Context: an optimization exercise on an open-source flow, tuned for small area, a short achievable clock period and few clock cycles. The choices shown serve that exercise and are no tape-out recipe.

// div32
module div32(
    input clk,
    input rst,
    input start,
    input [31:0] dividend,
    input [31:0] divisor,
    output [31:0] quotient,
    output [31:0] remainder,
    output reg finish
);
For scale: about 1400 cells after synthesis, ~120 flip-flops.
==> flow/config.mk <==
export PLATFORM = sky130hd
export DESIGN_NAME = div32
export DESIGN_NICKNAME = div32
export VERILOG_FILES = /design/flow/design.v
export SDC_FILE = /design/flow/constraint.sdc
export NUM_CORES = 8
export LEC_CHECK = 0
export ABC_AREA = 1
export CAP_MARGIN = 20
export CORE_MARGIN = 2
export CORE_UTILIZATION = 40
export CTS_BUF_LIST = sky130_fd_sc_hd__clkbuf_8
export PLACE_DENSITY = 0.6
export SETUP_SLACK_MARGIN = 2.7
export SLEW_MARGIN = 20
==> flow/constraint.sdc <==
create_clock -name core_clock -period 5.0 [get_ports {clk}]
set_input_delay 1.0000 -clock core_clock [delete_from_list [all_inputs] [get_ports {clk}]]
set_output_delay 1.0000 -clock core_clock [all_outputs]
set_load 0.01 [all_outputs]
standard.sh (not shown) runs the stock make flow with config.mk's settings and CLKGATE_MAP_FILE= SYNTH_SCRIPT=/design/flow/synth_recipe.tcl, a recipe that flattens the netlist after the stock synthesis.
==> flow/flow/run.sh <==
#!/bin/bash
# Standard layout, with plain buffers on the ports instead of the default delay-cell buffers.
set -euo pipefail
bash standard.sh BUFFER_PORTS_ARGS="-buffer_cell sky130_fd_sc_hd__buf_1" finish > standard.log 2>&1
==> next run, changes <==
--- a/flow/design.v
+++ b/flow/design.v
@@ -6,21 +6,20 @@
     input [31:0] dividend,
     input [31:0] divisor,
     output [31:0] quotient,
     output [31:0] remainder,
     output reg finish
 );
 reg [31:0] r;       
 reg [31:0] q;       
 reg [31:0] d;       
 reg [4:0]  za;      
-reg [5:0]  zb;      
 reg [5:0]  j;       
 reg        norm;    
 reg        iter;    
 assign quotient  = q;
 assign remainder = r;
 function [5:0] lzc32;
     input [31:0] x;
     reg [15:0] v1; reg [15:0] c1;
     reg [7:0]  v2; reg [15:0] c2;
     reg [3:0]  v3; reg [11:0] c3;
@@ -41,38 +40,38 @@
         end
         for (i = 0; i < 2; i = i + 1) begin
             v4[i] = v3[2*i+1] | v3[2*i];
             c4[4*i+:4] = v3[2*i+1] ? {1'b0, c3[3*(2*i+1)+:3]} : {1'b1, c3[3*(2*i)+:3]};
         end
         lzc32 = {~(v4[1] | v4[0]), v4[1] ? {1'b0, c4[7:4]} : {1'b1, c4[3:0]}};
     end
 endfunction
 wire [5:0] la = lzc32(dividend);
 wire [5:0] lb = lzc32(divisor);
-wire [4:0] sp = zb[4:0] | ~za;                     
-wire [4:0] sg = zb[4:0] & ~za;                     
+wire [4:0] sp = j[4:0] | ~za;                     
+wire [4:0] sg = j[4:0] & ~za;                     
 wire [5:0] sc;                                    
 assign sc[0] = 1'b1;
 assign sc[1] = sp[0];
-assign sc[2] = sg[1] | (sp[1] & zb[0]) | (sp[1] & ~za[0]);
+assign sc[2] = sg[1] | (sp[1] & j[0]) | (sp[1] & ~za[0]);
 assign sc[3] = sg[2] | (sp[2] & sg[1]) | (sp[2] & sp[1] & sp[0]);
 assign sc[4] = sg[3] | (sp[3] & sg[2]) | (sp[3] & sp[2] & sg[1]) | (sp[3] & sp[2] & sp[1] & sp[0]);
 assign sc[5] = sg[4] | (sp[4] & sg[3]) | (sp[4] & sp[3] & sg[2]) | (sp[4] & sp[3] & sp[2] & sg[1])
              | (sp[4] & sp[3] & sp[2] & sp[1] & sp[0]);
 wire [5:0] sh;                                    
-assign sh[0] = zb[0] ^ za[0];
-assign sh[1] = zb[1] ^ (~za[1] ^ sc[1]);
-assign sh[2] = zb[2] ^ (~za[2] ^ sc[2]);
-assign sh[3] = zb[3] ^ (~za[3] ^ sc[3]);
-assign sh[4] = zb[4] ^ (~za[4] ^ sc[4]);
+assign sh[0] = j[0] ^ za[0];
+assign sh[1] = j[1] ^ (~za[1] ^ sc[1]);
+assign sh[2] = j[2] ^ (~za[2] ^ sc[2]);
+assign sh[3] = j[3] ^ (~za[3] ^ sc[3]);
+assign sh[4] = j[4] ^ (~za[4] ^ sc[4]);
 assign sh[5] = ~sc[5];
-wire       triv = zb[5] | sh[5];                   
+wire       triv = j[5] | sh[5];                   
 wire [31:0] kg = r & ~d;
 wire [31:0] kt = r | ~d;
 wire kC_0 = r[0] | ~d[0];
 wire kC_1 = kg[1] | (kt[1] & r[0]) | (kt[1] & ~d[0]);
 wire kG0_3 = kg[3] | (kt[3] & kg[2]);
 wire kP0_3 = kt[3] & kt[2];
 wire kG0_5 = kg[5] | (kt[5] & kg[4]);
 wire kP0_5 = kt[5] & kt[4];
 wire kG0_7 = kg[7] | (kt[7] & kg[6]);
 wire kP0_7 = kt[7] & kt[6];
@@ -235,21 +234,22 @@
 assign sub[25] = r[25] ^ (~d[25] ^ kG4_24);
 assign sub[26] = r[26] ^ (~d[26] ^ kG4_25);
 assign sub[27] = r[27] ^ (~d[27] ^ kG4_26);
 assign sub[28] = r[28] ^ (~d[28] ^ kG4_27);
 assign sub[29] = r[29] ^ (~d[29] ^ kG4_28);
 assign sub[30] = r[30] ^ (~d[30] ^ kG4_29);
 assign sub[31] = r[31] ^ (~d[31] ^ kG4_30);
 assign sub[32] = ~kG4_31;
 wire        ge  = ~sub[32];
 wire        take = iter & ge;
-wire [31:0] flip = {32{take}} & (r ^ sub[31:0]);
+wire [31:0] rkeep = start ? dividend : ((norm & j[5]) ? 32'b0 : r);    
+wire [31:0] rnext = (take & ~start) ? sub[31:0] : rkeep;
 always @(posedge clk or posedge rst) begin
     if (rst) begin
         finish <= 1'b0;
         norm   <= 1'b0;
         iter   <= 1'b0;
     end else if (start) begin
         finish <= 1'b0;
         norm   <= 1'b1;
         iter   <= 1'b0;
     end else if (norm) begin
@@ -258,25 +258,27 @@
         iter   <= ~triv;
     end else if (iter) begin
         if (j[4:0] == 5'd0) begin
             iter   <= 1'b0;
             finish <= 1'b1;
         end
     end
 end
 always @(posedge clk) begin
     za <= la[4:0];
-    zb <= lb;
+    r <= rnext;
     if (start) begin
-        r <= dividend & {32{~lb[5]}};    
         d <= divisor;
+        j <= lb;
     end else begin
-        r <= r ^ flip;
-        if (norm) d <= d << sh[4:0];
-        else      d <= d >> 1;
+        if (norm) begin
+            d <= d << sh[4:0];
+            j <= sh;
+        end else begin
+            d <= d >> 1;
+            j <= j - 6'd1;
+        end
     end
-    if (norm) j <= sh;
-    else      j <= j - 6'd1;
     if (norm)      q <= 32'b0;
     else if (iter) q <= {q[30:0], ge};
 end
 endmodule
Result:
- worst hold slack improved by 0.078 ns
- worst setup slack loses 0.0068 ns
- sequential share of layout area goes down by 1.2 points
- non-clock buffer count rose by 17
- synthesized area rose slightly
- cell area rose slightly
- clock skew hardly moves
- die area goes up slightly
- utilization hardly moves
- fmax went down slightly
No run of this note included a check of the RTL's function; only the layout flow was run.

-- afterwards: timing with drivers on the ports --
Ports are ideal in the flow. The routed layouts listed here were re-timed in OpenROAD.
Step 1 (the two cells are an assumption about what drives the block):
set clk [get_ports {clk}]
set_driving_cell -lib_cell sky130_fd_sc_hd__clkbuf_16 $clk
set_driving_cell -lib_cell sky130_fd_sc_hd__buf_2 [delete_from_list [all_inputs] $clk]
Step 2 times the ports against the registers' clock, not the clock port: input delays grow and output delays shrink by t, the midpoint of the rising clock arrivals with the driver on.
Three values: ideal ports, drivers, drivers and shift; two values: the first two.
run	shift t [ns]	setup WS [ns]	hold slack, ns	pins driven straight from the clock port
the first run	0.501	2.736 / 2.736 / 2.275	0.366 / 0.347 / 0.470	1
the second run	0.429	2.729 / 2.729 / 2.327	0.444 / 0.441 / 0.501	1
After both steps every run listed still meets setup and hold. For the first run, which loses most, drivers alone change the setup slack by 0.000 ns; drivers and shift together by -0.461 ns.
